From an optimization exercise on the open Yosys and OpenROAD flow, aimed at small area; shortcuts taken in it are not production practice. RTL that was checked went through simulation tests only; none was proved equivalent to the original.

==> v24 <==
Design physic, start of the top module:
module physic (
    input wire clk,
    input wire rst_n,
    input wire en,
    input wire p1_move_left, p1_move_right, p1_jump, p1_smash,
    input wire p2_move_left, p2_move_right, p2_jump, p2_smash,
    input wire p1_cover,
    input wire p2_cover,
    output wire [9:0] p1_pos_x, p1_pos_y,
    output wire [9:0] p2_pos_x, p2_pos_y,
    output wire [9:0] ball_pos_x, ball_pos_y,
    output wire p1_is_smash,
    output wire p2_is_smash,
    output wire ball_is_smash,
    output reg game_over,
    output reg [1:0] winner,
    output reg valid
);
clock: 10.0 ns
lec_check: 0
abc_area: 1
cap_margin: 20
core_margin: 2
core_utilization: 60
place_density: 0.7
slew_margin: 20
standard.sh (not shown) runs the stock make flow with config.mk's settings and CLKGATE_MAP_FILE= SYNTH_SCRIPT=/design/flow/synth_recipe.tcl, a recipe that flattens the netlist after the stock synthesis.
==> flow/flow/run.sh <==
#!/bin/bash
# Own layout flow: the standard flow (standard.sh, unchanged synthesis and steps), with
# the smallest buffer for the port buffers and clock tree synthesis without dummy loads.
set -euo pipefail
export BUFFER_PORTS_ARGS="-buffer_cell sky130_fd_sc_hd__buf_1"
export CTS_ARGS="-sink_clustering_enable -repair_clock_nets -dont_use_dummy_load -buf_list sky130_fd_sc_hd__clkbuf_4 -sink_clustering_size 12 -sink_clustering_max_diameter 40"
bash standard.sh > standard_flow.log 2>&1
==> inputs of v34, as changes to v24 <==
==> flow/flow/run.sh (replaced) <==
#!/bin/bash
# Own layout flow: the standard flow (standard.sh, unchanged synthesis and steps), with
# the smallest buffer for the port buffers and clock tree synthesis without dummy loads.
set -euo pipefail
export BUFFER_PORTS_ARGS="-buffer_cell sky130_fd_sc_hd__buf_1"
export CTS_ARGS="-sink_clustering_enable -repair_clock_nets -dont_use_dummy_load -buf_list sky130_fd_sc_hd__clkbuf_8 -sink_clustering_size 20 -sink_clustering_max_diameter 50"
bash standard.sh > standard_flow.log 2>&1
==> run summary <==
- Clock-buffer cell count: v34 is lower than v24 (7).
- Of v24 and v34, v24 has the higher maximum frequency (gap about 1.3%, measured against v34).
- Against v24, the global-route usage of v34 is lower by 0.23 points.
- Setup slack: v24 is higher than v34 (0.085 ns).
- Against v24, the first-iteration DRC count of v34 is smaller by about 7%.
==> figures <==
Outcome: v24 complete, no violations; v34 complete, no violations
Via count of the first global-routing pass: v24 9747; v34 9646
Detailed router's first-iteration violation count: v24 876; v34 817
Post-Route Utilization: v24 0.626; v34 0.632
Met3 Usage GRT: v24 0.0461; v34 0.0401
Rel. slew slack: v24 0.363; v34 0.324
Global Route met2 Usage: v24 0.431; v34 0.428
Number of antenna diodes: v24 2; v34 0
Mean routed wirelength per cell: v24 16.1 microns; v34 16.2 microns
R2R depth: v24 21; v34 20
Routed metal-1 wire length: v24 13600 microns; v34 13600 microns
Clock-pin slew on the worst setup and hold paths: v24 0.12 ns; v34 0.07 ns
Antenna violations before repair: v24 1; v34 0
Function was not checked in any run of this note: the RTL went through the layout flow alone.

---

==> 12-10: inputs <==
physic, a different RTL version from the one above (not shown whole).
make LEC_CHECK=0 ABC_AREA=1 CAP_MARGIN=20 CORE_MARGIN=2 CORE_UTILIZATION=40 PLACE_DENSITY=0.6 SLEW_MARGIN=20 finish   # period 10.0 ns
run.sh (not shown) runs the stock make flow with config.mk's settings and CLKGATE_MAP_FILE= SYNTH_SCRIPT=/design/flow/synth_recipe.tcl, a recipe that flattens the netlist after the stock synthesis.
Stock flow here: none of the scripts above is used.
==> 04-24: changes against 12-10 <==
CORE_UTILIZATION = 60   (was 40)
CTS_BUF_LIST = sky130_fd_sc_hd__clkbuf_2 sky130_fd_sc_hd__clkbuf_4 sky130_fd_sc_hd__clkbuf_8   (was not set)
CTS_CLUSTER_DIAMETER = 60   (was not set)
CTS_CLUSTER_SIZE = 20   (was not set)
PLACE_DENSITY = 0.7   (was 0.6)
==> run summary <==
- Critical path depth is the same in 12-10 and 04-24.
- Sequential share of layout area: 04-24 is higher than 12-10 (2.1 points).
- Register-to-register slack: 12-10 is lower than 04-24 (0.34 ns).
- Synthesized cell count is the same in 12-10 and 04-24.
- Between 04-24 and 12-10, the lower clock skew is in 12-10 (gap 0.029 ns).
- Routed wire length: 04-24 is lower than 12-10 (6.0%).
- In 12-10 the setup slack is higher than in 04-24, by 0.011 ns.
- Non-clock buffer count: 04-24 is lower than 12-10 (1).
==> figures <==
quantity	12-10	04-24
Outcome	timing/DRC/antenna clean	timing/DRC/antenna clean
Number of buffers other than clock buffers in the final layout	83	82
Sequential cell area share	41.8%	43.9%
Detailed placer's ending HPWL	22100 um	20700 um
Die Y-Extent	185 um	152 um
Clock network share of area	7.15%	3.83%
Largest net degree at the start of global routing	119	124
Worst-margin pin slew	0.961 ns	0.954 ns
Multi-input combinational area share	36.4%	38.3%
Placed Instances	1930	1766
Total wire length	30700 um	28900 um
Global Route met2 Usage	29.0%	40.6%
Worst rel slew slack	35.9%	36.4%
WL per Instance	15.5 um	16.0 um
Row count	66	54
Peak per-stage delay on the critical path	0.67 ns	0.65 ns
Post-detailed-placement cell area	13700 um2	13500 um2

---

==> inputs of 03-22 <==
physic, a different RTL version from the one above (not shown whole).
==> flow/design.v (excerpt) <==
module physic (
    input wire clk,
    input wire rst_n,
    input wire en,
    input wire p1_move_left, p1_move_right, p1_jump, p1_smash,
    input wire p2_move_left, p2_move_right, p2_jump, p2_smash,
    input wire p1_cover,
    input wire p2_cover,
    output wire [9:0] p1_pos_x, p1_pos_y,
    output wire [9:0] p2_pos_x, p2_pos_y,
    output wire [9:0] ball_pos_x, ball_pos_y,
    output wire p1_is_smash,
    output wire p2_is_smash,
    output wire ball_is_smash,
    output reg game_over,
    output reg [1:0] winner,
    output reg valid
);
    function [1:0] fadd;    
        input a, b, ci;
        fadd = {(a & b) | (ci & (a ^ b)), a ^ b ^ ci};
    endfunction
    function bor;           
        input a, b, bi;
        bor = (~a & b) | (bi & (~a | b));
    endfunction
    wire [19:0] K5145 = 20'd5145;
    wire [19:0] K22528 = 20'd22528;
    reg  [4:0] c;
    wire busy  = |c;
    wire run   = en | busy;
    wire first = ~busy;
    wire last  = (c == 5'd19);
    always @(posedge clk or negedge rst_n)
        if (!rst_n) c <= 5'd0;
        else        c <= (run & ~last) ? {c[4] ^ (&c[3:0]), c[3] ^ (&c[2:0]), c[2] ^ (&c[1:0]), c[1] ^ c[0], ~c[0]} : 5'd0;
    reg [10:0] x1_r;  reg [14:0] y1_r;  reg [10:0] v1_r;  reg a1;
    reg [12:0] x2_r;  reg [14:0] y2_r;  reg [10:0] v2_r;  reg a2;
    reg [19:0] bx_r, by_r, vx_r, vy_r;
    reg [3:0]  cd;
    reg f_x1L, f_x1R, f_x2L, f_x2R, f_ld1, f_ld2;
    reg f_frp, f_frn, f_h1, f_h2, f_hd, f_sd;
    reg f_vyq, f_na, f_nb, f_wl, f_wr, f_fa, f_fb, f_bsm;
    wire f_nbt = ~f_na & f_nb, f_nbl = f_na & ~f_nb, f_nbr = f_na & f_nb;
    wire f_fl = f_fa, f_ce = ~f_fa & f_fb, f_wn = f_fb;
    assign p1_pos_x   = {2'b00, x1_r[10:3]};
    assign p1_pos_y   = {1'b0, y1_r[14:6]};
    assign p2_pos_x   = x2_r[12:3];
    assign p2_pos_y   = {1'b0, y2_r[14:6]};
    assign ball_pos_x = bx_r[15:6];
    assign ball_pos_y = by_r[15:6];
    assign p1_is_smash   = f_h1 & p1_smash;
    assign p2_is_smash   = f_h2 & p2_smash;
    assign ball_is_smash = f_bsm;
    wire wx1 = (c[4] | (c[3] | (c[2] | (c[1] & c[0])))) & ~(c[4] | (c[3] & (c[2] & c[1])));
    wire wx2 = (c[4] | (c[3] | (c[2] | (c[1] & c[0])))) & ~c[4];
    wire wy  = ~(c[4] | (c[3] & (c[2] & (c[1] & c[0]))));
    wire wv  = ~(c[4] | (c[3] & (c[2] | c[1])));
    wire ox1 = wx1 & x1_r[0];
    wire ox2 = wx2 & x2_r[0];
    wire oy1 = wy & y1_r[0];
  ...
==> flow/config.mk <==
export PLATFORM = sky130hd
export DESIGN_NAME = physic
export DESIGN_NICKNAME = physic
export VERILOG_FILES = /design/flow/design.v
export SDC_FILE = /design/flow/constraint.sdc
export NUM_CORES = 4
export LEC_CHECK = 0
export ABC_AREA = 0
export ABC_CLOCK_PERIOD_IN_PS = 100000
export CAP_MARGIN = 20
export CORE_MARGIN = 2
export CORE_UTILIZATION = 75
export PLACE_DENSITY = 0.85
export SLEW_MARGIN = 20
==> flow/constraint.sdc <==
create_clock -name core_clock -period 10.0 [get_ports {clk}]
set_input_delay 2.0000 -clock core_clock [delete_from_list [all_inputs] [get_ports {clk}]]
set_output_delay 2.0000 -clock core_clock [all_outputs]
set_load 0.01 [all_outputs]
standard.sh (not shown) runs the stock make flow with config.mk's settings and CLKGATE_MAP_FILE= SYNTH_SCRIPT=/design/flow/synth_recipe.tcl, a recipe that flattens the netlist after the stock synthesis.
==> flow/flow/run.sh <==
#!/bin/bash
# Own layout flow: the standard flow (standard.sh, unchanged synthesis and steps), with
# the smallest buffer for the port buffers and clock tree synthesis without dummy loads.
set -euo pipefail
export BUFFER_PORTS_ARGS="-buffer_cell sky130_fd_sc_hd__buf_1"
export CTS_ARGS="-sink_clustering_enable -repair_clock_nets -dont_use_dummy_load -buf_list sky130_fd_sc_hd__clkbuf_4 -sink_clustering_size 10 -sink_clustering_max_diameter 35"
bash standard.sh > standard_flow.log 2>&1
==> 06-17: changes against 03-22 <==
--- a/flow/design.v
+++ b/flow/design.v
@@ -29,24 +29,22 @@
     reg  [4:0] c;
     wire busy  = |c;
     wire run   = en | busy;
     wire first = ~busy;
     wire last  = (c == 5'd19);
     always @(posedge clk or negedge rst_n)
         if (!rst_n) c <= 5'd0;
-        else        c <= (run & ~last) ? {c[4] ^ (&c[3:0]), c[3] ^ (&c[2:0]), c[2] ^ (&c[1:0]), c[1] ^ c[0], ~c[0]} : 5'd0;
+        else        c <= (run & ~last) ? c + 5'd1 : 5'd0;
     reg [10:0] x1_r;  reg [14:0] y1_r;  reg [10:0] v1_r;  reg a1;
     reg [12:0] x2_r;  reg [14:0] y2_r;  reg [10:0] v2_r;  reg a2;
     reg [19:0] bx_r, by_r, vx_r, vy_r;
     reg [3:0]  cd;
     reg f_x1L, f_x1R, f_x2L, f_x2R, f_ld1, f_ld2;
-    reg f_frp, f_frn, f_h1, f_h2, f_hd, f_sd;
-    reg f_vyq, f_na, f_nb, f_wl, f_wr, f_fa, f_fb, f_bsm;
-    wire f_nbt = ~f_na & f_nb, f_nbl = f_na & ~f_nb, f_nbr = f_na & f_nb;
-    wire f_fl = f_fa, f_ce = ~f_fa & f_fb, f_wn = f_fb;
+    reg f_frp, f_frn, f_h1, f_h2, f_hd1, f_hd2, f_sd1, f_sd2;
+    reg f_vym, f_vyn, f_nbt, f_nbl, f_nbr, f_wl, f_wr, f_fl, f_wn, f_ce, f_bsm;
     assign p1_pos_x   = {2'b00, x1_r[10:3]};
     assign p1_pos_y   = {1'b0, y1_r[14:6]};
     assign p2_pos_x   = x2_r[12:3];
     assign p2_pos_y   = {1'b0, y2_r[14:6]};
     assign ball_pos_x = bx_r[15:6];
     assign ball_pos_y = by_r[15:6];
     assign p1_is_smash   = f_h1 & p1_smash;
@@ -65,22 +63,22 @@
     wire obx = bx_r[0];
     wire oby = by_r[0];
     wire ovx = vx_r[0];
     wire ovy = vy_r[0];
     wire cdz    = (cd == 4'd0);
     wire hit    = cdz & (f_h1 | f_h2);
     wire hp1    = f_h1;
-    wire hd     = f_hd;
-    wire sd     = f_sd;
+    wire hd     = hp1 ? f_hd1 : f_hd2;
+    wire sd     = hp1 ? f_sd1 : f_sd2;
     wire sm     = hp1 ? p1_smash : p2_smash;
     wire air    = hp1 ? a1 : a2;
     wire dirb   = hp1 ? p1_move_right : p2_move_left;
     wire header = hit & hd;
     wire body   = hit & ~hd;
-    wire nbs    = f_na;
+    wire nbs    = f_nbl | f_nbr;
     wire wall   = f_wl | f_wr;
     wire mvR1 = p1_move_right & f_x1R;
     wire mvL1 = p1_move_left & f_x1L & ~mvR1;
     wire mvR2 = p2_move_right & f_x2R;
     wire mvL2 = p2_move_left & f_x2L & ~mvR2;
     wire js1  = p1_jump & ~a1;
     wire js2  = p2_jump & ~a2;
@@ -152,18 +150,18 @@
         else if (f_fl) ;
         else if (header & sm) begin
             if (air) n100 = 1'b1;
             else begin vyS = 1'b1; n999 = dirb; n666 = ~dirb; end
         end
         else if (header) begin
             vyS = 1'b1;
-            if (f_vyq) n750 = 1'b1;
+            if (f_vym) n750 = 1'b1;
             else       vyV = 1'b1;
         end
-        else if (body & f_vyq) ;
+        else if (body & f_vyn) ;
         else begin vyA = 1'b1; n25 = 1'b1; end
     end
     wire vyM = (n25 & M25[c]) | (n100 & M100[c]) | (n999 & M999[c]) | (n666 & M666[c]) | (n750 & M750[c]);
     wire [1:0] svy = fadd(vyA & ovy, vyS ^ (vyV ? ovy : vyM), first ? vyS : acy[7]);
     wire nvy = svy[0];
     reg [1:0] bxA;    
     reg bxV, bxS;
@@ -269,16 +267,14 @@
     wire h1b = g1;                  
     wire h1c = c27 & g3;            
     wire h1d = g4;                  
     wire h2a = c25 & g5;            
     wire h2b = g6;                  
     wire h2c = c27 & g8;
     wire h2d = g9;
-    wire net = c15 & c16 & c17;
-    wire hit1n = h1a & h1b & h1c & h1d;
     wire hd1n = ~c28 | e1h;         
     wire hd2n = ~c28 | e3h;
     wire sd1n = c26 & g2;           
     wire sd2n = c26 & g7;           
     wire ntop = ~c29 | c18;         
     wire nlft = ~c26 | c19;         
     wire nzx_n = nvx | (|vx_r[19:1]);
@@ -301,17 +297,17 @@
             x1_r <= R_X1[13:3]; y1_r <= R_Y[14:0]; v1_r <= 11'd0; a1 <= 1'b0;
             x2_r <= R_X2[15:3]; y2_r <= R_Y[14:0]; v2_r <= 11'd0; a2 <= 1'b0;
             bx_r <= R_BX; by_r <= R_BY; vx_r <= 20'd0; vy_r <= 20'd0;
             cd <= 4'd0; game_over <= 1'b0; winner <= 2'd0; valid <= 1'b0;
             f_x1L <= 1'b1; f_x1R <= 1'b1; f_x2L <= 1'b1; f_x2R <= 1'b0;
             f_ld1 <= 1'b0; f_ld2 <= 1'b0;
             f_frp <= 1'b0; f_frn <= 1'b0; f_h1 <= 1'b0; f_h2 <= 1'b0;
-            f_hd <= 1'b1; f_sd <= 1'b0;
-            f_vyq <= 1'b1; f_na <= 1'b0; f_nb <= 1'b0;
-            f_wl <= 1'b0; f_wr <= 1'b0; f_fa <= 1'b0; f_fb <= 1'b0;
+            f_hd1 <= 1'b1; f_hd2 <= 1'b1; f_sd1 <= 1'b0; f_sd2 <= 1'b0;
+            f_vym <= 1'b1; f_vyn <= 1'b0; f_nbt <= 1'b0; f_nbl <= 1'b0; f_nbr <= 1'b0;
+            f_wl <= 1'b0; f_wr <= 1'b0; f_fl <= 1'b0; f_wn <= 1'b1; f_ce <= 1'b0;
             f_bsm <= 1'b0;
         end else begin
             valid <= last;
             if (run) begin
                 bx_r <= {nbx, bx_r[19:1]};
                 by_r <= {nby, by_r[19:1]};
                 vx_r <= {nvx, vx_r[19:1]};
@@ -328,34 +324,39 @@
                 end
             end
             if (last) begin
                 v1_r[10] <= nv1;
                 v2_r[10] <= nv2;
                 a1 <= ~game_over & (js1 | (a1 & ~f_ld1));
                 a2 <= ~game_over & (js2 | (a2 & ~f_ld2));
-                cd <= ~cdz ? {cd[3] ^ ~(|cd[2:0]), cd[2] ^ ~(|cd[1:0]), cd[1] ^ ~cd[0], ~cd[0]} : {4{f_h1 | f_h2}};
+                cd <= ~cdz ? cd - 4'd1 : (f_h1 | f_h2) ? 4'd15 : 4'd0;
                 game_over <= ~game_over & f_fl;
                 winner <= f_fl ? (f_wn ? 2'd2 : 2'd1) : winner;
                 f_x1L <= |x1_r;
                 f_x1R <= ~(x1_r[10] & x1_r[9]);
                 f_x2L <= (x2_r[12] | (x2_r[11] & (x2_r[10] | (x2_r[9] & (x2_r[8] | (x2_r[7] | (x2_r[6] | (x2_r[5] | (x2_r[4] | (x2_r[3] | (x2_r[2] | (x2_r[1] | x2_r[0]))))))))))));
                 f_x2R <= ~x2_r[12];
                 f_ld1 <= ({nv1, v1_r[9:0]} == 11'd675);
                 f_ld2 <= ({nv2, v2_r[9:0]} == 11'd675);
-                f_h1  <= hit1n;
+                f_h1  <= h1a & h1b & h1c & h1d;
                 f_h2  <= h2a & h2b & h2c & h2d;
-                f_hd  <= hit1n ? hd1n : hd2n;
-                f_sd  <= hit1n ? sd1n : sd2n;
+                f_hd1 <= hd1n;
+                f_hd2 <= hd2n;
+                f_sd1 <= sd1n;
+                f_sd2 <= sd2n;
                 f_frp <= c12;
                 f_frn <= c13;
-                f_vyq <= (hit1n ? hd1n : hd2n) ? c14 : nvy;
-                f_na  <= net & ~ntop & (nlft ? (~nvx & nzx_n) : nvx);
-                f_nb  <= net & (ntop ? (~nvy & nzy_n) : ~nlft & nvx);
+                f_vym <= c14;
+                f_vyn <= nvy;
+                f_nbt <= c15 & c16 & c17 & ntop & ~nvy & nzy_n;
+                f_nbl <= c15 & c16 & c17 & ~ntop & nlft & ~nvx & nzx_n;
+                f_nbr <= c15 & c16 & c17 & ~ntop & ~nlft & nvx;
                 f_wl  <= ~c20;
                 f_wr  <= ~c21;
-                f_fa  <= ~c22;
-                f_fb  <= ~c22 ? c23 : ~c24;
+                f_fl  <= ~c22;
+                f_wn  <= c23;
+                f_ce  <= ~c24;
                 f_bsm <= bsm_x | bsm_y;
             end
         end
     end
 endmodule
==> flow/config.mk (replaced) <==
export PLATFORM = sky130hd
export DESIGN_NAME = physic
export DESIGN_NICKNAME = physic
export VERILOG_FILES = /design/flow/design.v
export SDC_FILE = /design/flow/constraint.sdc
export NUM_CORES = 4
export LEC_CHECK = 0
export ABC_AREA = 1
export CAP_MARGIN = 20
export CORE_MARGIN = 2
export CORE_UTILIZATION = 60
export PLACE_DENSITY = 0.7
export SLEW_MARGIN = 20
==> comparison <==
03-22 went through all stages and came out clean. 06-17 completed without violations. Count of clock-buffer cells in the layout is the same in 03-22 and 06-17. Against 06-17, the first-iteration DRC count of 03-22 is higher by about 36%. Between 06-17 and 03-22, the lower die area is in 03-22 (gap 29%, measured against 03-22). Fmax: 06-17 is larger than 03-22 (about 12%). Of 06-17 and 03-22, 06-17 has the higher synthesized cell count (gap about 20%, measured against 03-22).
==> figures <==
metric	06-17	03-22
Start-to-end type of the worst setup path	in2reg	reg2reg
Post-layout min period	5310 ps	5950 ps
Hold Worst Slack	474 ps	451 ps
Total met3 wirelength after detailed routing	1200 um	1700 um
Area share of xor/xnor cells in the synthesized design	0.367%	0.0766%
Clock distribution area overhead in the final layout	2.43%	2.52%
Largest stage delay on the critical path	590 ps	960 ps
Footprint of the multi-input gates	0.00477 mm^2	0.00517 mm^2
Minimum setup slack in the final design	4690 ps	4050 ps
Insertion delay of the later-clocked pin in the worst-skew pair	660 ps	650 ps
Status	finished clean	finished clean
Worst setup SP type	input pin	register
Number of standard cells in the final layout excluding fillers	1759	1424

## afterwards: timing with drivers on the ports
Ports are ideal in the flow. The routed layouts listed here were re-timed in OpenROAD.
Step 1, drivers: a clkbuf_16 drives clk and a buf_2 each remaining input, both assumed.
Step 2, shift: input delay + t, output delay - t, t = (earliest + latest rising clock arrival at the registers) / 2. This alone moves slack from input paths to output paths.
a / b / c = no drivers / after step 1 / after step 2; a / b = the first two.
run	t, ns	slack for setup (ns)	slew at the worst register clock pin (ns)
v24	0.657	3.540 / 3.547 / 2.890	0.12 / 0.12
v34	0.592	3.456 / 3.462 / 2.871	0.09 / 0.09
12-10	0.599	3.348 / 3.365 / 2.767	0.06 / 0.06
04-24	0.607	3.337 / 3.358 / 2.752	0.12 / 0.12
03-22	0.647	4.048 / 4.048 / 3.890	0.11 / 0.11
06-17	0.659	4.689 / 4.705 / 4.046	0.11 / 0.11
After both steps setup and hold are still met in every run listed. The setup slack of v24, which loses most, moves by +0.007 ns with the drivers and by -0.650 ns with both steps.
